This is an optimization exercise on Yosys and OpenROAD, whose aim is small area, not a production implementation. RTL that was checked went through simulation tests only; none was proved equivalent to the original. The RTL of runs 3 to 6 was laid out without a check of its function. No activity file was given, so power comes from the tool's default toggle rates.

File: flow/design.v
module dpc_5x5(
	input			clk,
	input			reset_n,
	input			bayer_format,
	input	[7:0]	i_dpc_threshold,
	input	[2:0]	i_video_syn,
	input	[7:0]	i_data_r0,
	input	[7:0]	i_data_r1,
	input	[7:0]	i_data_r2,
	input	[7:0]	i_data_r3,
	input	[7:0]	i_data_r4,
	output	[2:0]	o_video_sync,
	output	[7:0]	o_data
);
reg		[11:0]	syn_v, syn_h, syn_d;
always @(posedge clk or negedge reset_n)
	if (~reset_n) begin
		syn_v <= 0;
		syn_h <= 0;
		syn_d <= 0;
	end else begin
		syn_v <= {syn_v[10:0], i_video_syn[2]};
		syn_d <= {syn_d[10:0], i_video_syn[1]};
		syn_h <= {syn_h[10:0], i_video_syn[0]};
	end
assign o_video_sync = {syn_v[11], syn_d[11], syn_h[11]};
wire	de_rise = syn_d[2] & ~syn_d[3];
wire	vs_fall = syn_v[3] & ~syn_v[2];
reg		odd_pixel;
reg		odd_line;
always @(posedge clk)
	if (de_rise)
		odd_pixel <= ~bayer_format;
	else if (syn_d[3])
		odd_pixel <= ~odd_pixel;
always @(posedge clk or negedge reset_n)
	if (~reset_n)
		odd_line <= 1'b0;
	else if (vs_fall)
		odd_line <= 1'b0;
	else if (de_rise)
		odd_line <= ~odd_line;
wire	g1 = odd_pixel ^ odd_line;		 
wire	[39:0]	s0 = {i_data_r4, i_data_r3, i_data_r2, i_data_r1, i_data_r0};
reg		[39:0]	s1, s2, s3, s4, s5, s6;
always @(posedge clk) begin
	s1 <= s0;
	s2 <= s1;
	s3 <= s2;
	s4 <= s3;
	s5 <= s4;
	s6 <= s5;
end
function [63:0] nbrs;
	input			g;
	input	[39:0]	c1, c2, c3, c4, c5;
	reg		[7:0]	n1, n2, n3, n4, n6, n7, n8, n9;
	begin
		n1 = g ? c2[8*(1) +: 8] : c1[8*(0) +: 8];
		n2 = c3[8*(0) +: 8];
		n3 = g ? c4[8*(1) +: 8] : c5[8*(0) +: 8];
		n4 = c1[8*(2) +: 8];
		n6 = c5[8*(2) +: 8];
		n7 = g ? c2[8*(3) +: 8] : c1[8*(4) +: 8];
		n8 = c3[8*(4) +: 8];
		n9 = g ? c4[8*(3) +: 8] : c5[8*(4) +: 8];
		nbrs = {n9, n8, n7, n6, n4, n3, n2, n1};
	end
endfunction
function [7:0] bitcol;
	input	[63:0]	x;
	input	integer	b;
	integer			k;
	begin
		for (k = 0; k < 8; k = k + 1)
			bitcol[k] = x[8*k + b];
	end
endfunction
function gt8;
	input	[7:0]	a;
	input	[7:0]	b;
	integer			k;
	begin
		gt8 = 1'b0;
		for (k = 0; k < 8; k = k + 1)
			gt8 = (a[k] & ~b[k]) | ((a[k] | ~b[k]) & gt8);
	end
endfunction
function [8:0] add8;
	input	[7:0]	a;
	input	[7:0]	b;
	input			ci;
	integer			k;
	reg				cy;
	begin
		cy = ci;
		for (k = 0; k < 8; k = k + 1) begin
			add8[k] = a[k] ^ b[k] ^ cy;
			cy = (a[k] & b[k]) | (a[k] & cy) | (b[k] & cy);
		end
		add8[8] = cy;
	end
endfunction
function [3:0] sort4;		 
	input	[3:0]	x;
	begin
		sort4[0] = |x;
		sort4[3] = &x;
		sort4[1] = (x[0] & x[1]) | (x[2] & x[3]) | ((x[0] | x[1]) & (x[2] | x[3]));
		sort4[2] = (x[0] & x[1] & (x[2] | x[3])) | (x[2] & x[3] & (x[0] | x[1]));
	end
endfunction
function th4;				 
	input	[7:0]	e;
	reg		[3:0]	p, q;
	begin
		p = sort4(e[3:0]);
		q = sort4(e[7:4]);
		th4 = p[3] | q[3] | (p[0] & q[2]) | (p[1] & q[1]) | (p[2] & q[0]);
	end
endfunction
function [16:0] mstep;		 
	input	[7:0]	hi;
	input	[7:0]	lo;
	input	[7:0]	x;
	reg		[7:0]	e;
	reg				m;
	begin
		e = hi | (x & ~lo);
		m = th4(e);
		mstep = {m, hi | (e & {8{~m}}), lo | (~e & {8{m}})};
	end
endfunction
function [17:0] mstep2;	 
	input	[7:0]	hi;
	input	[7:0]	lo;
	input	[7:0]	x1;
	input	[7:0]	x0;
	reg		[7:0]	e, e0, e1, hia, loa;
	reg				m, ma, mb, mn;
	begin
		e = hi | (x1 & ~lo);
		m = th4(e);
		e0 = e | (x0 & ~lo);
		e1 = hi | (x0 & e);
		ma = th4(e0);
		mb = th4(e1);
		mn = m ? mb : ma;
		hia = hi | (e & {8{~m}});
		loa = lo | (~e & {8{m}});
		e = m ? e1 : e0;
		mstep2 = {m, mn, hia | (e & {8{~mn}}), loa | (~e & {8{mn}})};
	end
endfunction
wire	[63:0]	w1 = nbrs(g1, s4, s3, s2, s1, s0);
reg		[7:0]	thr;
always @(posedge clk)
	thr <= i_dpc_threshold;
reg		[8:0]	u_c, v;
always @(posedge clk) begin
	u_c <= add8(s1[8*(2) +: 8], ~thr, 1'b1);
	v   <= add8(s1[8*(2) +: 8], thr, 1'b1);
end
reg		[7:0]	pos;		 
reg		[3:0]	neg;		 
integer	i;
always @(*) begin
	for (i = 0; i < 8; i = i + 1)
		pos[i] = u_c[8] & gt8(u_c[7:0], w1[8*i +: 8]);
	for (i = 0; i < 4; i = i + 1)
		neg[i] = ~v[8] & gt8(w1[8*(i+4) +: 8], v[7:0]);
end
wire	dec_a = &pos;
wire	dec_b = (&pos[3:0]) & (&neg);
wire	[17:0]	q1_7 = mstep2(8'h00, 8'h00, bitcol(w1, 7), bitcol(w1, 6));
reg		[7:0]	hi2, lo2;
reg		[7:6]	m2;
reg				a_2, b_2, g2;
reg		[5:0]	n1_2, n7_2;
always @(posedge clk) begin
	hi2 <= q1_7[15:8];
	lo2 <= q1_7[7:0];
	m2 <= {q1_7[17], q1_7[16]};
	a_2 <= dec_a;
	b_2 <= dec_b;
	g2 <= g1;
	n1_2 <= w1[5:0];
	n7_2 <= w1[45:40];
end
wire	[63:0]	w2x = nbrs(g2, s5, s4, s3, s2, s1);
wire	[63:0]	w2 = {w2x[63:48], 2'b0, n7_2, w2x[39:8], 2'b0, n1_2};
wire	[17:0]	q2_5 = mstep2(hi2, lo2, bitcol(w2, 5), bitcol(w2, 4));
wire	[17:0]	q2_3 = mstep2(q2_5[15:8], q2_5[7:0], bitcol(w2, 3), bitcol(w2, 2));
reg		[7:0]	hi3, lo3;
reg		[7:2]	m3;
reg				a_3, b_3, g3;
reg		[1:0]	n1_3, n7_3;
always @(posedge clk) begin
	hi3 <= q2_3[15:8];
	lo3 <= q2_3[7:0];
	m3 <= {m2, q2_5[17], q2_5[16], q2_3[17], q2_3[16]};
	a_3 <= a_2;
	b_3 <= b_2;
	g3 <= g2;
	n1_3 <= n1_2[1:0];
	n7_3 <= n7_2[1:0];
end
wire	[63:0]	w3x = nbrs(g3, s6, s5, s4, s3, s2);
wire	[63:0]	w3 = {w3x[63:48], 6'b0, n7_3, w3x[39:8], 6'b0, n1_3};
wire	[17:0]	q3_1 = mstep2(hi3, lo3, bitcol(w3, 1), bitcol(w3, 0));
wire	[7:0]	med = {m3, q3_1[17], q3_1[16]};
wire	[7:0]	c_f = s4[8*(2) +: 8];		 
wire	[7:0]	p_f = s5[8*(2) +: 8];		 
reg		[7:0]	d0, d1, d2, d3, d4, d5;
always @(posedge clk) begin
	d0 <= a_3 ? med : (b_3 ? c_f : p_f);
	d1 <= d0;
	d2 <= d1;
	d3 <= d2;
	d4 <= d3;
	d5 <= d4;
end
assign o_data = d5;
endmodule
File: flow/run.sh
#!/bin/bash
# synth_recipe.tcl (not shown) runs the flow's synth.tcl, then flattens the netlist and writes it again
# the make line also repeats each setting of config.mk as NAME=value (left out here)
make -C /OpenROAD-flow-scripts/flow DESIGN_CONFIG=/design/flow/config.mk WORK_HOME=/design/flow/orfs CLKGATE_MAP_FILE= SYNTH_SCRIPT=/design/flow/synth_recipe.tcl finish
File: flow/config.mk
export PLATFORM = sky130hd
export DESIGN_NAME = dpc_5x5
export DESIGN_NICKNAME = dpc_5x5
export VERILOG_FILES = /design/flow/design.v
export SDC_FILE = /design/flow/constraint.sdc
export NUM_CORES = 4
export LEC_CHECK = 0
export ABC_AREA = 1
export CAP_MARGIN = 20
export CORE_MARGIN = 2
export CORE_UTILIZATION = 40
export CTS_CLUSTER_DIAMETER = 100
export CTS_CLUSTER_SIZE = 30
export GPL_TIMING_DRIVEN = 0
export SLEW_MARGIN = 20
File: flow/constraint.sdc
create_clock -name core_clock -period 3.5 [get_ports {clk}]
set_input_delay 0.7000 -clock core_clock [delete_from_list [all_inputs] [get_ports {clk}]]
set_output_delay 0.7000 -clock core_clock [all_outputs]
set_load 0.01 [all_outputs]
==> results.cfg, run 1 <==
[placement]
dpl_cell_area_um2 = 13700
hpwl_mm = 24.4
dp_slack_ns = -0.445
place_congestion = 0.897
numPortBuffers = 64

[clocking]
clockBufferDepth = 3
htreeDepth = 1
cts_tree = built
cts_sinks = 328
cts_made_buffers = 15
clk_latency_ns = 0.53
clkTransAtPathRegs_ns = 0.11
cts_root_buf = clkbuf_16

[cells_and_area]
stdcell_area_um2 = 14900
fillers = 2988
layout-area-overhead-vs-synth_pct = 18.2
drive_gt1_share_pct = 13.8
final_nets = 1683

[worst_setup_path]
worstSetupEndpointType = register
worst_path_largest_cell_delay_ns = 0.43
worstPathArrival_ns = 3.83
crit_path_top_delay_cell = fa_2
worst-path-buf-inv = 2
crit_top_cell = fa_2
path_class = register to register
critPathMaxFanout = 2
cp-startpoint = s1[16]$_DFF_P_
cp_top_family = adder cells
timing.rr.start = s1[16]$_DFF_P_
start_kind = register
worstPathCellList = inv_1, ha_1, fa_2, fa_2, fa_2, fa_2, fa_2, fa_2, inv_2, fa_1
worstPathRequired_ns = 3.91

[floorplan]
die_x_um = 181
start_util_pct = 40.9
num_rows = 64
boundaryPins = 65
die_area_um2 = 32900
core_um2 = 30700
die_y_um = 181

[route]
avgViaCountPerCell = 5.00
drc = 0
wl_mm = 32.3
drt_iter0_drc = 846
antenna_left = 0
drtPass1Iterations = 6
via_count = 10074
wl_per_cell_um = 16.0

[power_and_ir_drop]
ir_worst_vdd_mv = 0.677
p_leak_nw = 6.92
p_per_area_nw_per_um2 = 1090
power.total_mw = 16.2

[synthesis]
synth.most_common_cell = nand2_1
netlist_top_cells_area = dfxtp_1 (46%), nand2_1 (11%), dfrtp_1 (7.4%)
synth_commonest_cells = nand2_1 (360), dfxtp_1 (290), inv_1 (218)
synthArstFlopShare_pct = 11.3
ys_seq_elements = 328
seq_area_frac_synth_pct = 53.8
syn_avg_cell_area_um2 = 8.36
synth_cells = 1504
netlist_area_um2 = 12600
synth_largest_area_cell = dfxtp_1
synth-main-ff-cell = dfxtp_1
yosys_warnings = 1
synth-edff-count = 1
synth_fp_nets = 1574
synth_top_area_share_pct = 46.2
synth.distinct_cells = 58

[global_route]
met3_usage_pct = 2.98
grt.overflow.total = 0
met2_usage_pct = 30.3
grt_pass1_wl_mm = 49.9
grt_use_total_pct = 19.3
gr-max-usage-layer = met2
grt_pass1_vias = 9319
antenna_found_initial = 1
met1_usage_pct = 27.7
grt_max_degree = 35

[timing]
rsz0062_at_grt = yes
finClkSkew_ns = 0.0315
slew_headroom_pct = 38.7
setup_slack_ns = 0.0762
drv_slew = 0
setup_viol = 0
hold_violations = 0
setup_tns_ns = 0
fmaxAchievable_mhz = 292
min_period_over_period_pct = 97.8
worst-slew-pin-transition_ns = 0.897
post-route-min-period_ns = 3.42

[run_status]
outcome = no timing/DRC/antenna violations

[worst_hold_path]
min_path_type = register to register
min-delay-start = s2[18]$_DFF_P_

[run]
cap_violations = 0
placed cells by master, fill, tap and decap left out, types with 8 or more instances in the layout:
| master | n |
|---|---|
| nand2_1 | 348 |
| dfxtp_1 | 280 |
| inv_1 | 214 |
| o21ai_0 | 82 |
| nor2_1 | 80 |
| clkdlybuf4s50_1 | 63 |
| nand3_1 | 59 |
| a21oi_1 | 59 |
| o22ai_1 | 47 |
| dfrtp_1 | 37 |
| o21ai_1 | 27 |
| or2_2 | 24 |
| buf_4 | 23 |
| o221ai_1 | 21 |
| nand2_2 | 18 |
| nand3_2 | 17 |
| clkbuf_16 | 15 |
| nand4_1 | 14 |
| a21oi_4 | 14 |
| nand2_4 | 13 |
| fa_2 | 11 |
| inv_2 | 10 |
| o21ai_2 | 10 |
| clkbuf_1 | 9 |
| dfxtp_2 | 9 |
| buf_6 | 8 |
| o211ai_1 | 8 |
area by class of cell:
cell class	instances	area (um^2)	area share, %
clock buffers	17	383	2.58
multi-input cells	925	5250	35.3
flip-flops and latches	328	6780	45.6
diodes	1	2.50	0.0168
clock inverters	4	67.6	0.454
inverters	230	871	5.86
well taps	396	495	3.33
plain buffers	24	174	1.17
repair buffers	89	843	5.67
stage by stage:
stage | hold WS [ns] | std cells | util [%]
after detailed placement | 0.312 | 1965 | 44.6
final | 0.331 | 2014 | 48.3
after global routing | 0.334 | 2013 | 48.3
after CTS | 0.318 | 1990 | 46.4
after floorplan | 0.310 | 1504 | -
after global placement | 0.310 | 1964 | 44.6
final timing paths:
path / end / slack [ns] / cells after the start
worst max-delay path: u_c[7]$_DFF_P_ / 0.08 / 10
worst min-delay path: s3[18]$_DFF_P_ / 0.33 / 0
worst max register to register: u_c[7]$_DFF_P_ / 0.08 / 10
worst min register to register: s3[18]$_DFF_P_ / 0.33 / 0
max in group asynchronous: syn_v[9]$_DFF_PN0_ / 2.62 / 3
min in group asynchronous: syn_v[0]$_DFF_PN0_ / 0.50 / 2
worst reg2reg max path: stages, from the launching register on:
cell and delay, ns:
dfxtp_2 0.34, inv_1 0.05, ha_1 0.20, fa_2 0.35
fa_2 0.43, fa_2 0.42, fa_2 0.35, fa_2 0.35
fa_2 0.35, inv_2 0.06, fa_1 0.40
registers in the layout, summed over array words and instances, names as in the netlist, 9 cells and up:
register and flops:
s1 40, s2 40, s3 40, s4 24, syn_d 12, syn_h 12, syn_v 12, u_c 9
v 9
report_power, final:
group	total (mW)	leakage (nW)	switching [mW]	internal (mW)
Clock	2.07	0.220	1.18	0.891
Combinational	9.72	3.82	6.29	3.43
Sequential	4.45	2.88	0.249	4.20
Total	16.2	6.92	7.72	8.52
layer usage:
layer  vias up  routed length [um]
met3        35                1840
li1       5081                   -
met5         -                   0
met4         0                 782
met2       260               14100
met1      4698               15500
cells by family after synthesis:
logic type | synth area share [%]
compound gates | 14.4
fa+ha+maj | 2.51
buf+inv | 8.05
flops | 53.8
mux | 0.478
simple gates | 20.8
repair_timing:
action                                  CTS  global route
resized for setup                        29           121
hold buffers                              1             0
pin swaps                                 5            25
endpoints found under the setup margin   37            39
hold endpoints to repair                  3             0
cloned                                    0             5
buffers inserted                          3            18
==> run 2: changes to the inputs <==
--- a/flow/config.mk
+++ b/flow/config.mk
@@ -11,5 +11,4 @@
 export CORE_UTILIZATION = 40
 export CTS_CLUSTER_DIAMETER = 100
 export CTS_CLUSTER_SIZE = 30
-export GPL_TIMING_DRIVEN = 0
 export SLEW_MARGIN = 20
==> run 2 against run 1 <==
- largest cell class unchanged
- setup slack gained 0.094 ns
- critical path type unchanged
- cell count fell by 0.79%
- still clean
- sequential power about the same
- die area did not move
==> results.cfg, run 2 <==
[route]
wl_mm = 31.6
drt_iter0_drc = 761
avgViaCountPerCell = 5.04
routed.top_layer = met4
dr_wl_met2_mm = 13.8
met3_length_mm = 1.43
wl_per_cell_um = 15.8
antenna_left = 0
drc = 0
drtPass1Iterations = 6
wl_met1_mm = 15.6
via_count = 10062

[clocking]
cts_sinks = 328
clk_latency_ns = 0.52
holdBufCountCts = 0
htreeDepth = 1
clockBufferDepth = 3
cts_root_buf = clkbuf_16
cts_made_buffers = 15
clkTransAtPathRegs_ns = 0.11
cts_tree = built

[cells_and_area]
layout-area-overhead-vs-synth_pct = 14.8
finalNonFillerCells = 1998
antennaDiodeCount = 0
drive_gt1_share_pct = 10.7
final_nets = 1666
final_common_cell = nand2_1
stdcell_area_um2 = 14400
reg.largest.list = s1: 40 flops, s2: 40 flops, s3: 40 flops
final_cell_mix = nand2_1 (357), dfxtp_1 (281), inv_1 (217), o21ai_0 (96), nor2_1 (85)

[synthesis]
syn_avg_cell_area_um2 = 8.36
synth_top_area_share_pct = 46.2
synth.most_common_cell = nand2_1
synth_largest_area_cell = dfxtp_1
synthArstFlopShare_pct = 11.3
synth-main-ff-cell = dfxtp_1
yosys_warnings = 1
synth_commonest_cells = nand2_1 (360), dfxtp_1 (290), inv_1 (218)
synth-edff-count = 1
synth.distinct_cells = 58
ys_seq_elements = 328
synth_cells = 1504
netlist_top_cells_area = dfxtp_1 (46%), nand2_1 (11%), dfrtp_1 (7.4%)
netlist_area_um2 = 12600
seq_area_frac_synth_pct = 53.8
synth_fp_nets = 1574

[worst_setup_path]
worstSetupEndpointType = register
worst-path-buf-inv = 4
crit_path_top_delay_cell = fa_1
worstPathArrival_ns = 3.80
timing.rr.start = s1[16]$_DFF_P_
timing.rr.end = v[7]$_DFF_P_
worstPathCellList = inv_1, ha_1, inv_1, fa_2, fa_2, fa_2, fa_2, fa_2, fa_2, inv_1, fa_1, inv_1
worstPathRequired_ns = 3.97
crit_top_cell = fa_2
crit_cells = 12
r2r_setup_slack_ns = 0.17
critPathMaxFanout = 2
path_class = register to register
start_kind = register
cp_top_family = adder cells
worst_path_largest_cell_delay_ns = 0.40
worstRegToRegCells = 12

[timing]
fmaxAchievable_mhz = 300
slew_headroom_pct = 35.5
setup_viol = 0
post-route-min-period_ns = 3.33
min_period_over_period_pct = 95.1
drv_slew = 0
hold_violations = 0
hold_ws_ns = 0.228
worst-slew-pin-transition_ns = 0.943
finClkSkew_ns = 0.0246
setup_slack_ns = 0.170

[floorplan]
boundaryPins = 65
die_x_um = 181
core_um2 = 30700
start_util_pct = 40.9
die_y_um = 181
num_rows = 64
die_area_um2 = 32900

[placement]
hpwl_mm = 24.0
place_congestion = 0.904
numPortBuffers = 64
dp_slack_ns = -0.0681
place_inst = 1962
dpl_cell_area_um2 = 13700

[power_and_ir_drop]
power.total_mw = 15.5
p_leak_nw = 6.78
p_per_area_nw_per_um2 = 1070
ir_worst_vdd_mv = 0.733

[run_status]
outcome = no timing/DRC/antenna violations

[global_route]
grt_use_total_pct = 18.5
antenna_found_initial = 0
grt_pass1_vias = 9234
grt_max_degree = 38
grt_pass1_wl_mm = 48.3
grt.overflow.total = 0

[run]
cap_violations = 0

[worst_hold_path]
min_path_type = input pin to async pin
run 2: power by group:
part	switching [mW]	leakage, nW	internal [mW]
combinational	5.95	3.68	3.05
sequential	0.276	2.88	4.20
clock	1.18	0.212	0.826
run 2: cells by family (layout without fill, tap and decap cells):
group | after synthesis | after routing | synth area share (%)
AND/OR/NAND/NOR | 597 | 600 | 20.8
flip-flops | 328 | 328 | 53.8
AO/OA/AOI/OAI | 302 | 302 | 14.4
buffers and inverters | 254 | 349 | 8.05
adder cells (fa/ha/maj) | 17 | 17 | 2.51
multiplexers | 6 | 6 | 0.478
run 2: how the worst max path moves through the flow:
stage	from	end	slack (ns)
after floorplan	s1[16]$_DFF_P_	u_c[7]$_DFF_P_	0.13
after detailed placement	s1[16]$_DFF_P_	u_c[7]$_DFF_P_	-0.07
after global placement	s1[16]$_DFF_P_	u_c[7]$_DFF_P_	-0.05
final	s1[16]$_DFF_P_	v[7]$_DFF_P_	0.17
after CTS	s1[16]$_DFF_P_	u_c[7]$_DFF_P_	0.01
after global routing	lo2[6]$_DFF_P_	lo3[5]$_DFF_P_	-0.02
run 2: timing repair:
item	CTS	global route
setup buffers	0	9
gates cloned	0	4
setup endpoints to repair	2	36
pin swaps	0	10
gates resized for setup	4	52
run 2: metrics by stage:
stage | TNS (ns) | util, %
global route | -0.150 | 47.0
floorplan | 0 | -
CTS | 0 | 46.2
global placement | -0.0751 | 44.7
finish | 0 | 47.0
detailed placement | -0.117 | 44.7
run 2: final cells by class:
class / count / area [um^2]
Timing Repair Buffer: 95 / 901
Clock buffer: 19 / 390
Fill cell: 3066 / 16300
Timing Repair inverter: 1 / 5.00
Tap cell: 396 / 495
Clock inverter: 4 / 50.0
Multi-Input combinational cell: 925 / 4940
Sequential cell: 328 / 6780
Inverter: 230 / 878
run 2: routing by layer:
metal | vias to the layer above | track usage, %
met5 | - | 0
met4 | 0 | 4.94
met3 | 44 | 1.96
met2 | 257 | 29.3
met1 | 4708 | 26.8
li1 | 5053 | -
==> run 3: changes to the inputs <==
--- a/flow/design.v
+++ b/flow/design.v
@@ -42,7 +42,7 @@
 		odd_line <= ~odd_line;
 wire	g1 = odd_pixel ^ odd_line;		 
 wire	[39:0]	s0 = {i_data_r4, i_data_r3, i_data_r2, i_data_r1, i_data_r0};
-reg		[39:0]	s1, s2, s3, s4, s5, s6;
+reg		[39:0]	s1, s2, s3, s4, s5, s6, s7;
 always @(posedge clk) begin
 	s1 <= s0;
 	s2 <= s1;
@@ -50,6 +50,7 @@
 	s4 <= s3;
 	s5 <= s4;
 	s6 <= s5;
+	s7 <= s6;
 end
 function [63:0] nbrs;
 	input			g;
@@ -172,15 +173,16 @@
 end
 wire	dec_a = &pos;
 wire	dec_b = (&pos[3:0]) & (&neg);
-wire	[17:0]	q1_7 = mstep2(8'h00, 8'h00, bitcol(w1, 7), bitcol(w1, 6));
+wire	[16:0]	q1_7 = mstep(8'h00, 8'h00, bitcol(w1, 7));
+wire	[16:0]	q1_6 = mstep(q1_7[15:8], q1_7[7:0], bitcol(w1, 6));
 reg		[7:0]	hi2, lo2;
 reg		[7:6]	m2;
 reg				a_2, b_2, g2;
 reg		[5:0]	n1_2, n7_2;
 always @(posedge clk) begin
-	hi2 <= q1_7[15:8];
-	lo2 <= q1_7[7:0];
-	m2 <= {q1_7[17], q1_7[16]};
+	hi2 <= q1_6[15:8];
+	lo2 <= q1_6[7:0];
+	m2 <= {q1_7[16], q1_6[16]};
 	a_2 <= dec_a;
 	b_2 <= dec_b;
 	g2 <= g1;
@@ -189,36 +191,54 @@
 end
 wire	[63:0]	w2x = nbrs(g2, s5, s4, s3, s2, s1);
 wire	[63:0]	w2 = {w2x[63:48], 2'b0, n7_2, w2x[39:8], 2'b0, n1_2};
-wire	[17:0]	q2_5 = mstep2(hi2, lo2, bitcol(w2, 5), bitcol(w2, 4));
-wire	[17:0]	q2_3 = mstep2(q2_5[15:8], q2_5[7:0], bitcol(w2, 3), bitcol(w2, 2));
+wire	[16:0]	q2_5 = mstep(hi2, lo2, bitcol(w2, 5));
+wire	[16:0]	q2_4 = mstep(q2_5[15:8], q2_5[7:0], bitcol(w2, 4));
 reg		[7:0]	hi3, lo3;
-reg		[7:2]	m3;
+reg		[7:4]	m3;
 reg				a_3, b_3, g3;
-reg		[1:0]	n1_3, n7_3;
-always @(posedge clk) begin
-	hi3 <= q2_3[15:8];
-	lo3 <= q2_3[7:0];
-	m3 <= {m2, q2_5[17], q2_5[16], q2_3[17], q2_3[16]};
+reg		[3:0]	n1_3, n7_3;
+always @(posedge clk) begin
+	hi3 <= q2_4[15:8];
+	lo3 <= q2_4[7:0];
+	m3 <= {m2, q2_5[16], q2_4[16]};
 	a_3 <= a_2;
 	b_3 <= b_2;
 	g3 <= g2;
-	n1_3 <= n1_2[1:0];
-	n7_3 <= n7_2[1:0];
+	n1_3 <= n1_2[3:0];
+	n7_3 <= n7_2[3:0];
 end
 wire	[63:0]	w3x = nbrs(g3, s6, s5, s4, s3, s2);
-wire	[63:0]	w3 = {w3x[63:48], 6'b0, n7_3, w3x[39:8], 6'b0, n1_3};
-wire	[17:0]	q3_1 = mstep2(hi3, lo3, bitcol(w3, 1), bitcol(w3, 0));
-wire	[7:0]	med = {m3, q3_1[17], q3_1[16]};
-wire	[7:0]	c_f = s4[8*(2) +: 8];		 
-wire	[7:0]	p_f = s5[8*(2) +: 8];		 
-reg		[7:0]	d0, d1, d2, d3, d4, d5;
-always @(posedge clk) begin
-	d0 <= a_3 ? med : (b_3 ? c_f : p_f);
+wire	[63:0]	w3 = {w3x[63:48], 4'b0, n7_3, w3x[39:8], 4'b0, n1_3};
+wire	[16:0]	q3_3 = mstep(hi3, lo3, bitcol(w3, 3));
+wire	[16:0]	q3_2 = mstep(q3_3[15:8], q3_3[7:0], bitcol(w3, 2));
+reg		[7:0]	hi4, lo4;
+reg		[7:2]	m4;
+reg				a_4, b_4, g4;
+reg		[1:0]	n1_4, n7_4;
+always @(posedge clk) begin
+	hi4 <= q3_2[15:8];
+	lo4 <= q3_2[7:0];
+	m4 <= {m3, q3_3[16], q3_2[16]};
+	a_4 <= a_3;
+	b_4 <= b_3;
+	g4 <= g3;
+	n1_4 <= n1_3[1:0];
+	n7_4 <= n7_3[1:0];
+end
+wire	[63:0]	w4x = nbrs(g4, s7, s6, s5, s4, s3);
+wire	[63:0]	w4 = {w4x[63:48], 6'b0, n7_4, w4x[39:8], 6'b0, n1_4};
+wire	[16:0]	q4_1 = mstep(hi4, lo4, bitcol(w4, 1));
+wire	[16:0]	q4_0 = mstep(q4_1[15:8], q4_1[7:0], bitcol(w4, 0));
+wire	[7:0]	med = {m4, q4_1[16], q4_0[16]};
+wire	[7:0]	c_f = s5[8*(2) +: 8];		 
+wire	[7:0]	p_f = s6[8*(2) +: 8];		 
+reg		[7:0]	d0, d1, d2, d3, d4;
+always @(posedge clk) begin
+	d0 <= a_4 ? med : (b_4 ? c_f : p_f);
 	d1 <= d0;
 	d2 <= d1;
 	d3 <= d2;
 	d4 <= d3;
-	d5 <= d4;
-end
-assign o_data = d5;
+end
+assign o_data = d4;
 endmodule
--- a/flow/config.mk
+++ b/flow/config.mk
@@ -9,6 +9,4 @@
 export CAP_MARGIN = 20
 export CORE_MARGIN = 2
 export CORE_UTILIZATION = 40
-export CTS_CLUSTER_DIAMETER = 100
-export CTS_CLUSTER_SIZE = 30
 export SLEW_MARGIN = 20
==> run 3 against run 2 <==
- cell count grew 0.50%
- non-clock buffer count decreased by 23
- largest cell class unchanged
- register-to-register slack got worse by 0.06 ns
- still clean
- design area rose by 5.4%
- total power down 11%
- sequential share of layout area rose by 2.6 points
==> results.cfg, run 3 <==
[run_status]
outcome = no timing/DRC/antenna violations

[worst_setup_path]
worstPathArrival_ns = 3.79
critPathMaxFanout = 2
crit_path_top_delay_cell = fa_1
worstPathCellList = inv_1, ha_1, fa_1, fa_2, fa_2, fa_2, fa_2, fa_1, inv_1, fa_1
crit_top_cell = fa_2
worstSetupEndpointType = register
start_kind = register
worst_path_largest_cell_delay_ns = 0.40
path_class = register to register
worstPathRequired_ns = 3.91

[timing]
drv_slew = 0
setup_viol = 0
rsz0062_at_grt = no
hold_violations = 0
finClkSkew_ns = 0.0265
slew_headroom_pct = 47.0
worst-slew-pin-transition_ns = 0.787
min_period_over_period_pct = 96.7
hold_ws_ns = 0.312
setup_tns_ns = 0
fmaxAchievable_mhz = 295
post-route-min-period_ns = 3.39

[floorplan]
die_y_um = 183
num_rows = 65
boundaryPins = 65
die_area_um2 = 33300
die_x_um = 183
core_um2 = 31500
start_util_pct = 40.5

[power_and_ir_drop]
swShare_pct = 37.1
switchingPower_mw = 5.09
p_per_area_nw_per_um2 = 903
ir_worst_vdd_mv = 0.562
power.total_mw = 13.7
p_seq_share_pct = 37.1
clkPwrFrac_pct = 30.2
comb_power_share_pct = 32.7
p_int_mw = 8.65
p_leak_nw = 7.40

[synthesis]
ys_seq_elements = 367
netlist_area_um2 = 12800
synth_cells = 1481
synth_top_area_share_pct = 51.6
synth.distinct_cells = 42
synth_commonest_cells = nand2_1 (437), dfxtp_1 (329), inv_1 (213)
netlist_top_cells_area = dfxtp_1 (52%), nand2_1 (13%), dfrtp_1 (7.3%)
synth_largest_area_cell = dfxtp_1
seq_area_frac_synth_pct = 59.1
synth.most_common_cell = nand2_1
synth-edff-count = 1
yosys_warnings = 1
synthArstFlopShare_pct = 10.1
synth_fp_nets = 1551
syn_avg_cell_area_um2 = 8.61
synth-main-ff-cell = dfxtp_1

[clocking]
cts_tree = built
cts_sinks = 367
post_cts_buffers = 0
clockBufferDepth = 3
clkTransAtPathRegs_ns = 0.06
cts_made_buffers = 39
holdBufCountCts = 0
cts_root_buf = clkbuf_16
htreeDepth = 2
clk_latency_ns = 0.53

[cells_and_area]
final_nets = 1646
layout-area-overhead-vs-synth_pct = 19.3
final_cell_mix = nand2_1 (437), dfxtp_1 (329), inv_1 (213), o21ai_0 (79), a21oi_1 (74)
drive_gt1_share_pct = 8.97
finalNonFillerCells = 2008
antennaDiodeCount = 0
reg.largest.list = s1: 40 flops, s2: 40 flops, s3: 40 flops
final_common_cell = nand2_1

[global_route]
grt_pass1_vias = 8971
met2_usage_pct = 29.4
antenna_found_initial = 0
met1_usage_pct = 24.2
grt_max_degree = 38
met3_usage_pct = 3.15
grt.overflow.total = 0
gr-max-usage-layer = met2
grt_use_total_pct = 17.7
grt_pass1_wl_mm = 46.4

[placement]
place_congestion = 0.899
place_inst = 1937
hpwl_mm = 21.9
numPortBuffers = 64

[route]
avgViaCountPerCell = 4.65
wl_mm = 28.9
drt_iter0_drc = 553
wl_per_cell_um = 14.4
drtPass1Iterations = 5
drc = 0
via_count = 9343
antenna_left = 0

[run]
cap_violations = 0

[worst_hold_path]
min_path_type = register to register
==> run 3: cell count changes in the layout (fill, tap and decap cells not counted), sizes merged, moves of 11 or more <==
cell	before	now
nand4	15	3
buf	32	8
o21ai	119	85
nor2	92	64
clkbuf	19	52
nand2	381	455
o21bai	2	13
dfxtp	290	329
o221ai	21	9
nand3	80	67
==> run 3: repair_timing <==
item	CTS	global route
endpoints found under the setup margin	2	2
hold endpoints to repair	0	0
gates resized for setup	5	4
==> run 3: cell type report <==
class,count,area (um^2)
tap,402,503
inverter,230,863
sequential,367,7540
fill,2907,16300
timing repair buffer,72,701
multi-input combinational,866,4270
clock buffer,52,1100
clock inverter,19,228
==> run 3: stage by stage <==
step | setup slack (ns) | util [%] | area [um^2]
after floorplan | 0.131 | - | 12800
after global placement | -0.0381 | 44.0 | 13900
after detailed placement | -0.0803 | 44.0 | 13900
after CTS | 0.0222 | 48.3 | 15200
after global routing | 0.00189 | 48.3 | 15200
final | 0.114 | 48.3 | 15200
==> run 3: final timing paths <==
kind / start / endpoint / slack, ns / depth (start not counted)
setup / recovery: s1[16]$_DFF_P_ / u_c[7]$_DFF_P_ / 0.11 / 10
hold / removal: d3[4]$_DFF_P_ / d4[4]$_DFF_P_ / 0.31 / 0
setup reg to reg: s1[16]$_DFF_P_ / u_c[7]$_DFF_P_ / 0.11 / 10
hold reg to reg: d3[4]$_DFF_P_ / d4[4]$_DFF_P_ / 0.31 / 0
max in group asynchronous: reset_n / syn_h[10]$_DFF_PN0_ / 2.62 / 2
min in group asynchronous: reset_n / syn_v[2]$_DFF_PN0_ / 0.57 / 2
==> run 3: per-layer routing <==
layer / wire, um / vias to the layer above
li1: - / 4847
met1: 13700 / 4246
met2: 13200 / 213
met3: 1430 / 37
met4: 449 / 0
met5: 0 / -
==> run 3: cell families (layout without fill, tap and decap cells) <==
kind of cell / count (synthesis) / count (layout) / share of synthesized area (%)
AOI/OAI and AO/OA: 234 / 234 / 10.5
adders and majority gates: 18 / 18 / 2.55
buffers and inverters: 248 / 373 / 7.52
DFF: 367 / 367 / 59.1
muxes: 4 / 4 / 0.314
and+or+nand+nor: 610 / 610 / 20.0
==> run 3: critical path: cells and delay by family (launching register included) <==
kind,cells,cell delay [ns]
fa+ha+maj,8,2.80
flops,1,0.33
buf+inv,2,0.14
==> run 3: power by group through the flow <==
stage / Combinational (mW) / Clock (mW) / Sequential [mW]
after detailed placement: 4.48 / 0 / 5.19
after global placement: 4.41 / 0 / 5.19
after global routing: 5.23 / 4.43 / 5.16
after floorplan: 3.45 / 0 / 5.03
final: 4.50 / 4.15 / 5.10
after CTS: 4.49 / 4.24 / 5.11
==> run 4: changes to the inputs <==
--- a/flow/design.v
+++ b/flow/design.v
@@ -42,7 +42,7 @@
 		odd_line <= ~odd_line;
 wire	g1 = odd_pixel ^ odd_line;		 
 wire	[39:0]	s0 = {i_data_r4, i_data_r3, i_data_r2, i_data_r1, i_data_r0};
-reg		[39:0]	s1, s2, s3, s4, s5, s6, s7;
+reg		[39:0]	s1, s2, s3, s4, s5, s6;
 always @(posedge clk) begin
 	s1 <= s0;
 	s2 <= s1;
@@ -50,7 +50,6 @@
 	s4 <= s3;
 	s5 <= s4;
 	s6 <= s5;
-	s7 <= s6;
 end
 function [63:0] nbrs;
 	input			g;
@@ -193,52 +192,37 @@
 wire	[63:0]	w2 = {w2x[63:48], 2'b0, n7_2, w2x[39:8], 2'b0, n1_2};
 wire	[16:0]	q2_5 = mstep(hi2, lo2, bitcol(w2, 5));
 wire	[16:0]	q2_4 = mstep(q2_5[15:8], q2_5[7:0], bitcol(w2, 4));
+wire	[16:0]	q2_3 = mstep(q2_4[15:8], q2_4[7:0], bitcol(w2, 3));
 reg		[7:0]	hi3, lo3;
-reg		[7:4]	m3;
+reg		[7:3]	m3;
 reg				a_3, b_3, g3;
-reg		[3:0]	n1_3, n7_3;
-always @(posedge clk) begin
-	hi3 <= q2_4[15:8];
-	lo3 <= q2_4[7:0];
-	m3 <= {m2, q2_5[16], q2_4[16]};
+reg		[2:0]	n1_3, n7_3;
+always @(posedge clk) begin
+	hi3 <= q2_3[15:8];
+	lo3 <= q2_3[7:0];
+	m3 <= {m2, q2_5[16], q2_4[16], q2_3[16]};
 	a_3 <= a_2;
 	b_3 <= b_2;
 	g3 <= g2;
-	n1_3 <= n1_2[3:0];
-	n7_3 <= n7_2[3:0];
+	n1_3 <= n1_2[2:0];
+	n7_3 <= n7_2[2:0];
 end
 wire	[63:0]	w3x = nbrs(g3, s6, s5, s4, s3, s2);
-wire	[63:0]	w3 = {w3x[63:48], 4'b0, n7_3, w3x[39:8], 4'b0, n1_3};
-wire	[16:0]	q3_3 = mstep(hi3, lo3, bitcol(w3, 3));
-wire	[16:0]	q3_2 = mstep(q3_3[15:8], q3_3[7:0], bitcol(w3, 2));
-reg		[7:0]	hi4, lo4;
-reg		[7:2]	m4;
-reg				a_4, b_4, g4;
-reg		[1:0]	n1_4, n7_4;
-always @(posedge clk) begin
-	hi4 <= q3_2[15:8];
-	lo4 <= q3_2[7:0];
-	m4 <= {m3, q3_3[16], q3_2[16]};
-	a_4 <= a_3;
-	b_4 <= b_3;
-	g4 <= g3;
-	n1_4 <= n1_3[1:0];
-	n7_4 <= n7_3[1:0];
-end
-wire	[63:0]	w4x = nbrs(g4, s7, s6, s5, s4, s3);
-wire	[63:0]	w4 = {w4x[63:48], 6'b0, n7_4, w4x[39:8], 6'b0, n1_4};
-wire	[16:0]	q4_1 = mstep(hi4, lo4, bitcol(w4, 1));
-wire	[16:0]	q4_0 = mstep(q4_1[15:8], q4_1[7:0], bitcol(w4, 0));
-wire	[7:0]	med = {m4, q4_1[16], q4_0[16]};
-wire	[7:0]	c_f = s5[8*(2) +: 8];		 
-wire	[7:0]	p_f = s6[8*(2) +: 8];		 
-reg		[7:0]	d0, d1, d2, d3, d4;
-always @(posedge clk) begin
-	d0 <= a_4 ? med : (b_4 ? c_f : p_f);
+wire	[63:0]	w3 = {w3x[63:48], 5'b0, n7_3, w3x[39:8], 5'b0, n1_3};
+wire	[16:0]	q3_2 = mstep(hi3, lo3, bitcol(w3, 2));
+wire	[16:0]	q3_1 = mstep(q3_2[15:8], q3_2[7:0], bitcol(w3, 1));
+wire	[16:0]	q3_0 = mstep(q3_1[15:8], q3_1[7:0], bitcol(w3, 0));
+wire	[7:0]	med = {m3, q3_2[16], q3_1[16], q3_0[16]};
+wire	[7:0]	c_f = s4[8*(2) +: 8];		 
+wire	[7:0]	p_f = s5[8*(2) +: 8];		 
+reg		[7:0]	d0, d1, d2, d3, d4, d5;
+always @(posedge clk) begin
+	d0 <= a_3 ? med : (b_3 ? c_f : p_f);
 	d1 <= d0;
 	d2 <= d1;
 	d3 <= d2;
 	d4 <= d3;
-end
-assign o_data = d4;
+	d5 <= d4;
+end
+assign o_data = d5;
 endmodule
==> flow/flow/run.sh (new file) <==
#!/bin/bash
# Layout flow: the standard synthesis, then the combinational logic of
# the synthesised netlist is mapped again for area (ABC amap); registers are
# left exactly as the standard synthesis made them. The rest is the standard
# layout (floorplan to finish). Each tool writes its own log here.
set -euo pipefail
R=orfs/results/${FLOW_PLATFORM}/dpc_5x5/base

# 1. standard synthesis
bash standard.sh synth > log_synth.txt 2>&1

# 2. map the combinational logic again
cp "$R/1_2_yosys.v" log_1_2_yosys_standard.v
yosys -c flow/remap.tcl > log_remap.txt 2>&1
cp remap_out.v "$R/1_2_yosys.v"
rm -f "$R/1_synth.odb" "$R/1_synth.sdc"

# 3. the rest of the standard layout
bash standard.sh > log_layout.txt 2>&1
==> flow/flow/amap.abc (new file) <==
strash
dch -f
amap
topo
==> flow/flow/remap.tcl (new file) <==
# Map the combinational part of the standard synthesis netlist again with an
# area-oriented ABC script. Flip-flops are kept as cells (same names and
# types); only the logic between them is replaced.
yosys -import
set lib $::env(FLOW_HOME)/platforms/$::env(FLOW_PLATFORM)/lib/sky130_fd_sc_hd__tt_025C_1v80.lib
set top $::env(FLOW_TOP)
set net orfs/results/$::env(FLOW_PLATFORM)/dpc_5x5/base/1_2_yosys.v

read_liberty -ignore_miss_func $lib
read_verilog $net
hierarchy -top $top
# keep every sequential cell as it is
setattr -mod -set keep_hierarchy 1 sky130_fd_sc_hd__df* sky130_fd_sc_hd__edf* sky130_fd_sc_hd__sdf* sky130_fd_sc_hd__dl* sky130_fd_sc_hd__sdl*
flatten
opt_clean
stat -liberty $lib

set dont_use {}
foreach c {probe_p_8 probec_p_8 lpflow_*} { lappend dont_use -dont_use sky130_fd_sc_hd__$c }
abc -script flow/amap.abc -liberty $lib {*}$dont_use
opt_clean -purge
stat -liberty $lib
select $top
write_verilog -noattr -noexpr -nohex -nodec -selected remap_out.v
==> flow/standard.sh (new file) <==
#!/bin/bash
# synth_recipe.tcl (not shown) runs the flow's synth.tcl, then flattens the netlist and writes it again
# the make line also repeats each setting of config.mk as NAME=value (left out here)
make -C /OpenROAD-flow-scripts/flow DESIGN_CONFIG=/design/flow/config.mk WORK_HOME=/design/flow/orfs CLKGATE_MAP_FILE= SYNTH_SCRIPT=/design/flow/synth_recipe.tcl "${@:-finish}"
removed: flow/run.sh
==> run 4 against run 3 <==
- the layout now fails its checks (negative setup slack)
- worst hold slack improved by 0.0080 ns
- first-iteration DRC count down 7.2%
- core utilization is 13 points higher
- non-clock buffer count up 272
- largest power group is now combinational logic
==> results.cfg, run 4 <==
[run_status]
outcome = failed layout checks
so.violations = negative setup slack

[floorplan]
die_area_um2 = 28100
core_um2 = 26200
num_rows = 59
die_y_um = 168
die_x_um = 168
start_util_pct = 40.9
boundaryPins = 65

[timing]
worst-slew-pin-transition_ns = 0.508
min_period_over_period_pct = 134
hold_violations = 0
setup_slack_ns = -1.20
slew_headroom_pct = 66.1
fmaxAchievable_mhz = 213
post-route-min-period_ns = 4.70
drv_slew = 0
rsz0062_at_grt = yes
setup_viol = 35
finClkSkew_ns = 0.0260

[worst_setup_path]
path_class = register to register
timing.rr.end = hi3[6]$_DFF_P_
r2r_setup_slack_ns = -1.20
crit_end = hi3[6]$_DFF_P_
cp_top_family = buffers and inverters
timing.rr.start = lo2[4]$_DFF_P_
start_kind = register
crit_cells = 29
cp-startpoint = lo2[4]$_DFF_P_
worstPathArrival_ns = 5.13
worst-path-buf-inv = 11
worstSetupEndpointType = register
critPathMaxFanout = 8
worstRegToRegCells = 29
worst_path_largest_cell_delay_ns = 0.38
worstPathRequired_ns = 3.93
crit_path_top_delay_cell = nor4_4

[cells_and_area]
fillers = 2190
seq_area_um2 = 6810
layout-area-overhead-vs-synth_pct = 51.1
multiInputGateArea_um2 = 4390
reg.largest.list = s1: 40 flops, s2: 40 flops, s3: 40 flops
drive_gt1_share_pct = 35.7
finalNonFillerCells = 1830
final_nets = 1523
final_cell_mix = dfxtp_1 (290), buf_4 (262), clkinv_1 (113), nor2_1 (111), clkdlybuf4s50_1 (64)
final_common_cell = dfxtp_1
utilization_pct = 61.8
antennaDiodeCount = 0

[placement]
hpwl_mm = 21.5
dp_slack_ns = -1.57
place_congestion = 0.932
numPortBuffers = 64
place_inst = 1696

[synthesis]
synth_cells = 1088
syn_avg_cell_area_um2 = 9.85
yosys_warnings = 1
netlist_area_um2 = 10700
synth_fp_nets = 1142

[clocking]
cts_made_buffers = 35
htreeDepth = 2
clkTransAtPathRegs_ns = 0.06
cts_sinks = 330
clockBufferDepth = 3
cts_root_buf = clkbuf_16
clk_latency_ns = 0.52
cts_tree = built
holdBufCountCts = 0

[run]
cap_violations = 0

[route]
wl_mm = 30.3
avgViaCountPerCell = 5.11
via_count = 9351
drt_iter0_drc = 513
antenna_left = 0
wl_per_cell_um = 16.6
drtPass1Iterations = 5
drc = 0

[power_and_ir_drop]
p_int_mw = 11.9
p_per_area_nw_per_um2 = 1180
ir_worst_vdd_mv = 0.915
clkPwrFrac_pct = 18.6
comb_power_share_pct = 57.8
switchingPower_mw = 7.33
swShare_pct = 38.2
p_leak_nw = 6.69
power.total_mw = 19.2
p_seq_share_pct = 23.7

[global_route]
grt_pass1_vias = 9282
grt_pass1_wl_mm = 47.2
grt.overflow.total = 0
grt_max_degree = 38
antenna_found_initial = 0
grt_use_total_pct = 21.4

[worst_hold_path]
min_path_type = register to register
-- run 4: per-layer routing --
layer	vias to the layer above	wire length (um)	GRT usage, %
met2	219	14500	35.5
met4	0	570	6.31
met5	-	0	0
met3	38	1510	3.78
li1	4603	-	-
met1	4491	13800	28.7
-- run 4: how the worst min path moves through the flow --
stage / start / endpoint / slack [ns] / depth (start not counted)
finish: s2[20]$_DFF_P_ / s3[20]$_DFF_P_ / 0.32 / 0
global route: s2[20]$_DFF_P_ / s3[20]$_DFF_P_ / 0.33 / 0
CTS: d4[5]$_DFF_P_ / d5[5]$_DFF_P_ / 0.32 / 0
detailed placement: a_2$_DFF_P_ / a_3$_DFF_P_ / 0.31 / 0
global placement: s2[31]$_DFF_P_ / s3[31]$_DFF_P_ / 0.31 / 0
floorplan: a_2$_DFF_P_ / a_3$_DFF_P_ / 0.31 / 0
-- run 4: cell type report --
cell class | instances | area share (%)
Inverter | 148 | 3.83
Timing Repair Buffer | 344 | 17.5
Clock inverter | 11 | 0.626
Sequential cell | 330 | 42.0
Multi-Input combinational cell | 610 | 27.1
Tap cell | 335 | 2.59
Clock buffer | 52 | 6.30
-- run 4: repair_timing --
| action | 4_1_cts | 5_1_grt |
|---|---|---|
| resized for setup | 171 | 72 |
| cloned | 1 | 0 |
| pin swaps | 57 | 25 |
| buffers inserted | 60 | 15 |
| setup endpoints to repair | 38 | 40 |
-- run 4: power groups by stage --
stage	clock, mW	combinational, mW	sequential, mW
2_1_floorplan	0	4.18	4.51
3_3_place_gp	0	7.92	4.60
3_5_place_dp	0	8.02	4.61
4_1_cts	3.64	10.2	4.54
5_1_grt	3.81	11.9	4.58
6_report	3.56	11.1	4.54
-- run 4: through the flow --
step | instance area [um^2] | hold WS (ns) | TNS, ns
final | 16200 | 0.320 | -24.10
after global routing | 16200 | 0.328 | -31.18
after detailed placement | 13700 | 0.312 | -36.98
after floorplan | 11000 | 0.310 | -24.57
after CTS | 15800 | 0.324 | -19.41
after global placement | 13700 | 0.310 | -35.15
==> run 5: changes to the inputs <==
==> flow/flow/abc.constr (new file) <==
set_driving_cell sky130_fd_sc_hd__buf_1
set_load 5
==> flow/flow/amap.abc (replaced) <==
strash
dch -f
amap
topo
stime -c
buffer -c
upsize -c
dnsize -c
--- a/flow/flow/remap.tcl
+++ b/flow/flow/remap.tcl
@@ -17,7 +17,7 @@
 
 set dont_use {}
 foreach c {probe_p_8 probec_p_8 lpflow_*} { lappend dont_use -dont_use sky130_fd_sc_hd__$c }
-abc -script flow/amap.abc -liberty $lib {*}$dont_use
+abc -script flow/amap.abc -liberty $lib {*}$dont_use -constr flow/abc.constr -D [expr {int($::env(FLOW_PERIOD_NS) * 1000)}]
 opt_clean -purge
 stat -liberty $lib
 select $top
--- a/flow/config.mk
+++ b/flow/config.mk
@@ -5,7 +5,6 @@
 export SDC_FILE = /design/flow/constraint.sdc
 export NUM_CORES = 4
 export LEC_CHECK = 0
-export ABC_AREA = 1
 export CAP_MARGIN = 20
 export CORE_MARGIN = 2
 export CORE_UTILIZATION = 40
==> run 5 against run 4 <==
- the layout still fails its checks (negative setup slack)
- core utilization is 0.58 points higher
- clock power is 4% higher
- clock-buffer cell count is 2 lower
- critical path depth is 3 higher
- sequential cell count stayed put
- wire length is 15% higher
- die area is 8.7% higher
- clock skew is 0.0049 ns higher
- register-to-register slack worse by 0.43 ns
- sequential share of layout area is 4.0 points lower
- cell count is 14% higher
- critical path type unchanged
- largest cell class unchanged
- highest routed layer unchanged
==> results.cfg, run 5 <==
[run_status]
outcome = failed layout checks
so.violations = negative setup slack

[synthesis]
synth_fp_nets = 1302
netlist_area_um2 = 11700
synth_cells = 1248
syn_avg_cell_area_um2 = 9.35
yosys_warnings = 1

[cells_and_area]
drive_gt1_share_pct = 37.5
antennaDiodeCount = 0
final_nets = 1739
finalNonFillerCells = 2094
final_common_cell = buf_4
layout-area-overhead-vs-synth_pct = 53.5
final_cell_mix = buf_4 (327), dfxtp_1 (288), inv_1 (142), nor2_1 (140), o22ai_1 (69)
reg.largest.list = s1: 40 flops, s2: 40 flops, s3: 40 flops
utilization_pct = 62.4

[power_and_ir_drop]
p_per_area_nw_per_um2 = 1240
p_leak_nw = 7.86
ir_worst_vdd_mv = 1.24

[timing]
setup_slack_ns = -1.63
slew_headroom_pct = 47.6
rsz0062_at_grt = yes
post-route-min-period_ns = 5.13
min_period_over_period_pct = 146
worst-slew-pin-transition_ns = 0.784
drv_slew = 0
setup_viol = 36
hold_violations = 0
fmaxAchievable_mhz = 195
finClkSkew_ns = 0.0309

[worst_setup_path]
timing.rr.start = g2$_DFF_P_
crit_path_top_delay_cell = dfxtp_4
cp-startpoint = g2$_DFF_P_
worstRegToRegCells = 32
worstPathArrival_ns = 5.53
worstPathRequired_ns = 3.90
worst_path_largest_cell_delay_ns = 0.37
timing.rr.end = hi3[5]$_DFF_P_
path_class = register to register
worstSetupEndpointType = register
r2r_setup_slack_ns = -1.63
start_kind = register
critPathMaxFanout = 8
crit_end = hi3[5]$_DFF_P_
crit_top_cell = buf_4

[clocking]
cts_sinks = 330
holdBufCountCts = 0
cts_tree = built
cts_made_buffers = 35
clk_latency_ns = 0.52
clockBufferDepth = 3
clkTransAtPathRegs_ns = 0.06
htreeDepth = 2
cts_root_buf = clkbuf_16

[route]
wl_per_cell_um = 16.7
antenna_left = 0
drc = 0
avgViaCountPerCell = 5.19
drt_iter0_drc = 816
via_count = 10873
drtPass1Iterations = 5
wl_mm = 34.9

[global_route]
grt_pass1_wl_mm = 53.4
grt.overflow.total = 0
grt_pass1_vias = 10546
grt_use_total_pct = 21.9
antenna_found_initial = 1
grt_max_degree = 27

[floorplan]
start_util_pct = 40.7
die_area_um2 = 30600
die_x_um = 175
die_y_um = 175
num_rows = 62
core_um2 = 28700
boundaryPins = 65

[worst_hold_path]
min_path_type = register to register

[placement]
numPortBuffers = 64
place_congestion = 0.880
hpwl_mm = 24.9
place_inst = 1948

[run]
cap_violations = 0
run 5: repair_timing:
item | in CTS | in global routing
setup endpoints to repair | 39 | 40
resized for setup | 126 | 142
hold endpoints to repair | 0 | 0
cloned | 1 | 0
pin swaps | 30 | 86
setup buffers | 50 | 41
run 5: final cells by class:
cell class | count | area (um^2)
clock buffers | 50 | 1010
clock inverters | 12 | 143
fillers | 2345 | 10800
inverters | 164 | 633
multi-input cells | 729 | 5310
flip-flops and latches | 330 | 6810
well taps | 384 | 480
repair buffers | 424 | 3510
repair inverters | 1 | 7.51
run 5: how the worst min path moves through the flow:
stage                          startpoint              end  slack, ns  depth (start not counted)
after global placement    n1_2[0]$_DFF_P_  n1_3[0]$_DFF_P_       0.31                          0
after floorplan               a_2$_DFF_P_      a_3$_DFF_P_       0.31                          0
after global routing       s2[20]$_DFF_P_   s3[20]$_DFF_P_       0.33                          0
after detailed placement    d2[6]$_DFF_P_    d3[6]$_DFF_P_       0.31                          0
after CTS                  s3[17]$_DFF_P_   s4[17]$_DFF_P_       0.32                          0
final                     n1_2[0]$_DFF_P_  n1_3[0]$_DFF_P_       0.31                          0
run 5: routing by layer:
| layer | track usage (%) | vias to the layer above | share of wire [%] |
|---|---|---|---|
| li1 | - | 5306 | - |
| met1 | 29.7 | 5192 | 45 |
| met2 | 37.3 | 313 | 48 |
| met3 | 2.92 | 62 | 5.3 |
| met4 | 5.21 | 0 | 1.8 |
| met5 | 0 | - | 0 |
run 5: report_power, final:
part	internal, mW	total, mW	switching [mW]	leakage [nW]
logic	7.22	13.9	6.65	4.38
clock network	2.19	3.70	1.52	0.570
registers	4.24	4.56	0.313	2.90
run 5: critical path: cells and delay by family (launching register included):
family | cells | cell delay [ns]
DFF | 1 | 0.37
AOI/OAI and AO/OA | 13 | 2.13
and+or+nand+nor | 7 | 1.17
buffers and inverters | 12 | 1.34
run 5: stage by stage:
step	total power [mW]	setup slack (ns)	TNS (ns)	hold WS (ns)	area (um^2)
2_1_floorplan	9.72	-1.33	-19.64	0.310	11900
4_1_cts	20.3	-1.49	-32.19	0.321	17100
5_1_grt	23.4	-1.82	-44.39	0.326	17900
3_5_place_dp	14.7	-1.72	-42.35	0.312	15100
6_report	22.1	-1.63	-35.16	0.315	17900
3_3_place_gp	14.5	-1.54	-38.99	0.310	15100
==> run 6: changes to the inputs <==
--- a/flow/design.v
+++ b/flow/design.v
@@ -172,16 +172,15 @@
 end
 wire	dec_a = &pos;
 wire	dec_b = (&pos[3:0]) & (&neg);
-wire	[16:0]	q1_7 = mstep(8'h00, 8'h00, bitcol(w1, 7));
-wire	[16:0]	q1_6 = mstep(q1_7[15:8], q1_7[7:0], bitcol(w1, 6));
+wire	[17:0]	q1_7 = mstep2(8'h00, 8'h00, bitcol(w1, 7), bitcol(w1, 6));
 reg		[7:0]	hi2, lo2;
 reg		[7:6]	m2;
 reg				a_2, b_2, g2;
 reg		[5:0]	n1_2, n7_2;
 always @(posedge clk) begin
-	hi2 <= q1_6[15:8];
-	lo2 <= q1_6[7:0];
-	m2 <= {q1_7[16], q1_6[16]};
+	hi2 <= q1_7[15:8];
+	lo2 <= q1_7[7:0];
+	m2 <= {q1_7[17], q1_7[16]};
 	a_2 <= dec_a;
 	b_2 <= dec_b;
 	g2 <= g1;
@@ -190,29 +189,26 @@
 end
 wire	[63:0]	w2x = nbrs(g2, s5, s4, s3, s2, s1);
 wire	[63:0]	w2 = {w2x[63:48], 2'b0, n7_2, w2x[39:8], 2'b0, n1_2};
-wire	[16:0]	q2_5 = mstep(hi2, lo2, bitcol(w2, 5));
-wire	[16:0]	q2_4 = mstep(q2_5[15:8], q2_5[7:0], bitcol(w2, 4));
-wire	[16:0]	q2_3 = mstep(q2_4[15:8], q2_4[7:0], bitcol(w2, 3));
+wire	[17:0]	q2_5 = mstep2(hi2, lo2, bitcol(w2, 5), bitcol(w2, 4));
 reg		[7:0]	hi3, lo3;
-reg		[7:3]	m3;
+reg		[7:4]	m3;
 reg				a_3, b_3, g3;
-reg		[2:0]	n1_3, n7_3;
-always @(posedge clk) begin
-	hi3 <= q2_3[15:8];
-	lo3 <= q2_3[7:0];
-	m3 <= {m2, q2_5[16], q2_4[16], q2_3[16]};
+reg		[3:0]	n1_3, n7_3;
+always @(posedge clk) begin
+	hi3 <= q2_5[15:8];
+	lo3 <= q2_5[7:0];
+	m3 <= {m2, q2_5[17], q2_5[16]};
 	a_3 <= a_2;
 	b_3 <= b_2;
 	g3 <= g2;
-	n1_3 <= n1_2[2:0];
-	n7_3 <= n7_2[2:0];
+	n1_3 <= n1_2[3:0];
+	n7_3 <= n7_2[3:0];
 end
 wire	[63:0]	w3x = nbrs(g3, s6, s5, s4, s3, s2);
-wire	[63:0]	w3 = {w3x[63:48], 5'b0, n7_3, w3x[39:8], 5'b0, n1_3};
-wire	[16:0]	q3_2 = mstep(hi3, lo3, bitcol(w3, 2));
-wire	[16:0]	q3_1 = mstep(q3_2[15:8], q3_2[7:0], bitcol(w3, 1));
-wire	[16:0]	q3_0 = mstep(q3_1[15:8], q3_1[7:0], bitcol(w3, 0));
-wire	[7:0]	med = {m3, q3_2[16], q3_1[16], q3_0[16]};
+wire	[63:0]	w3 = {w3x[63:48], 4'b0, n7_3, w3x[39:8], 4'b0, n1_3};
+wire	[17:0]	q3_3 = mstep2(hi3, lo3, bitcol(w3, 3), bitcol(w3, 2));
+wire	[17:0]	q3_1 = mstep2(q3_3[15:8], q3_3[7:0], bitcol(w3, 1), bitcol(w3, 0));
+wire	[7:0]	med = {m3, q3_3[17], q3_3[16], q3_1[17], q3_1[16]};
 wire	[7:0]	c_f = s4[8*(2) +: 8];		 
 wire	[7:0]	p_f = s5[8*(2) +: 8];		 
 reg		[7:0]	d0, d1, d2, d3, d4, d5;
==> run 6 against run 5 <==
- still fails the layout checks on negative setup slack
- core utilization shrank 8.4 points
- wire length is 0.82% higher
- worst hold slack improved by 0.0070 ns
- sequential cell count increased by 2
- critical path type unchanged
- critical endpoint is now d0[0]$_DFF_P_
- highest routed layer unchanged
==> results.cfg, run 6 <==
[worst_setup_path]
worstSetupEndpointType = register
crit_path_top_delay_cell = or4b_4
worst-path-buf-inv = 3
cp_top_family = compound AO/OA/AOI/OAI gates
critPathMaxFanout = 8
worstPathArrival_ns = 4.40
start_kind = register
path_class = register to register
worstPathCellList = inv_2, a21oi_4, nor2_2, o21a_1, buf_4, o21a_1, a311oi_2, nor2b_4, inv_4, a21oi_4, nor2_2, or4b_4, o21a_1, nand2_2, nor2_1, o21a_1, a221oi_2, nor3_1, o22a_1, nand2b_1
crit_top_cell = o21a_1
worstPathRequired_ns = 3.95
worst_path_largest_cell_delay_ns = 0.49

[run_status]
outcome = failed layout checks
so.violations = negative setup slack

[timing]
setup_slack_ns = -0.450
slew_headroom_pct = 59.8
min_period_over_period_pct = 113
fmaxAchievable_mhz = 253
setup_viol = 2
post-route-min-period_ns = 3.95
hold_violations = 0
hold_ws_ns = 0.322
rsz0062_at_grt = yes
setup_tns_ns = -0.797
worst-slew-pin-transition_ns = 0.604
drv_slew = 0
finClkSkew_ns = 0.0201

[cells_and_area]
final_cell_mix = dfxtp_1 (289), buf_4 (187), nor2_1 (165), inv_1 (152), o21ai_0 (97)
layout-area-overhead-vs-synth_pct = 34.0
drive_gt1_share_pct = 23.7
stdcell_area_um2 = 16400
final_common_cell = dfxtp_1
utilization_pct = 54.0
reg.largest.list = s1: 40 flops, s2: 40 flops, s3: 40 flops
final_nets = 1674
finalNonFillerCells = 2041

[power_and_ir_drop]
p_leak_nw = 7.03
p_per_area_nw_per_um2 = 1080
ir_worst_vdd_mv = 0.642
power.total_mw = 17.7

[clocking]
clk_latency_ns = 0.52
clockBufferDepth = 3
cts_root_buf = clkbuf_16
htreeDepth = 2
cts_sinks = 332
cts_tree = built
clkTransAtPathRegs_ns = 0.06
holdBufCountCts = 0
cts_made_buffers = 34

[global_route]
grt_pass1_wl_mm = 54.3
antenna_found_initial = 0
grt_max_degree = 38
grt.overflow.total = 0
grt_pass1_vias = 10169
grt_use_total_pct = 22.1

[floorplan]
die_x_um = 179
core_um2 = 30300
die_area_um2 = 32000
boundaryPins = 65
start_util_pct = 40.3
num_rows = 64
die_y_um = 179

[placement]
dpl_cell_area_um2 = 14600
numPortBuffers = 64
place_congestion = 0.990
hpwl_mm = 26.6
place_inst = 1954
dp_slack_ns = -0.603

[synthesis]
netlist_area_um2 = 12200
synth_fp_nets = 1402
syn_avg_cell_area_um2 = 9.07
yosys_warnings = 1
synth_cells = 1348

[route]
wl_met1_mm = 16.5
dr_wl_met2_mm = 15.8
met3_length_mm = 2.06
wl_per_cell_um = 17.3
drtPass1Iterations = 9
drc = 0
drt_iter0_drc = 909
avgViaCountPerCell = 5.21
routed.top_layer = met4
antenna_left = 0
via_count = 10637
wl_mm = 35.2

[run]
cap_violations = 0

[worst_hold_path]
min_path_type = register to register
==> run 6: cell type report <==
type,instances,area (um^2)
fillers,2694,14000
clock inverters,10,101
diodes,1,2.50
repair buffers,258,2120
inverters,175,672
multi-input cells,819,5150
flip-flops and latches,332,6850
clock buffers,50,992
well taps,396,495
==> run 6: final timing paths <==
| check | startpoint | endpoint | slack, ns | cells past startpoint |
|---|---|---|---|---|
| min in group asynchronous | reset_n | syn_v[2]$_DFF_PN0_ | 0.58 | 2 |
| min reg2reg | d0[3]$_DFF_P_ | d1[3]$_DFF_P_ | 0.32 | 0 |
| max reg2reg | lo3[4]$_DFF_P_ | d0[0]$_DFF_P_ | -0.45 | 20 |
| max in group asynchronous | reset_n | syn_h[8]$_DFF_PN0_ | 2.58 | 2 |
| max | lo3[4]$_DFF_P_ | d0[0]$_DFF_P_ | -0.45 | 20 |
| min | d0[3]$_DFF_P_ | d1[3]$_DFF_P_ | 0.32 | 0 |
==> run 6: power breakdown <==
part / switching (mW) / internal [mW] / leakage (nW) / total, mW
registers: 0.298 / 4.22 / 2.92 / 4.52
logic: 5.34 / 4.33 / 3.57 / 9.67
clock network: 1.44 / 2.06 / 0.541 / 3.50
==> run 6: worst register-to-register path: stages, from the launching register on <==
cell	delay (ns)
dfxtp_1	0.32
inv_2	0.05
a21oi_4	0.20
nor2_2	0.10
o21a_1	0.24
buf_4	0.15
o21a_1	0.20
a311oi_2	0.30
nor2b_4	0.32
inv_4	0.12
a21oi_4	0.19
nor2_2	0.07
or4b_4	0.49
o21a_1	0.24
nand2_2	0.10
nor2_1	0.06
o21a_1	0.19
a221oi_2	0.23
nor3_1	0.09
o22a_1	0.17
nand2b_1	0.06
==> run 6: timing repair <==
action                                  CTS  global route
resized for setup                        50            74
pin swaps                                19            23
endpoints found under the setup margin   11            31
setup buffers                            13            13
cloned                                    1             0
==> run 6: per-layer routing <==
metal / vias to the layer above / track usage [%]
met5: - / 0
met4: 0 / 7.22
met3: 68 / 3.82
met2: 338 / 35.0
met1: 4932 / 30.6
li1: 5299 / -

separate check: timing with driven ports:
No port has a modelled driver above. Below, the same layouts with a new extraction and two added sets of constraints. Step 1 (the two cells are an assumption about what drives the block):
set clk [get_ports {clk}]
set_driving_cell -lib_cell sky130_fd_sc_hd__clkbuf_16 $clk
set_driving_cell -lib_cell sky130_fd_sc_hd__buf_2 [delete_from_list [all_inputs] $clk]
Step 2 also shifts input and output timing later by t, the mid clock arrival at the registers, as if the neighbouring blocks saw the same clock. Three values: no drivers, after step 1, after step 2; two values: the first two.
run	shift t [ns]	slack for setup (ns)	worst setup path after step 2
run 1	0.567	0.076 / 0.076 / 0.076	register to register
run 2	0.561	0.170 / 0.170 / 0.170	register to register
run 3	0.569	0.114 / 0.114 / 0.114	register to register
run 4	0.557	-1.199 / -1.199 / -1.199	register to register
run 5	0.561	-1.626 / -1.626 / -1.626	register to register
run 6	0.561	-0.450 / -0.450 / -0.450	register to register
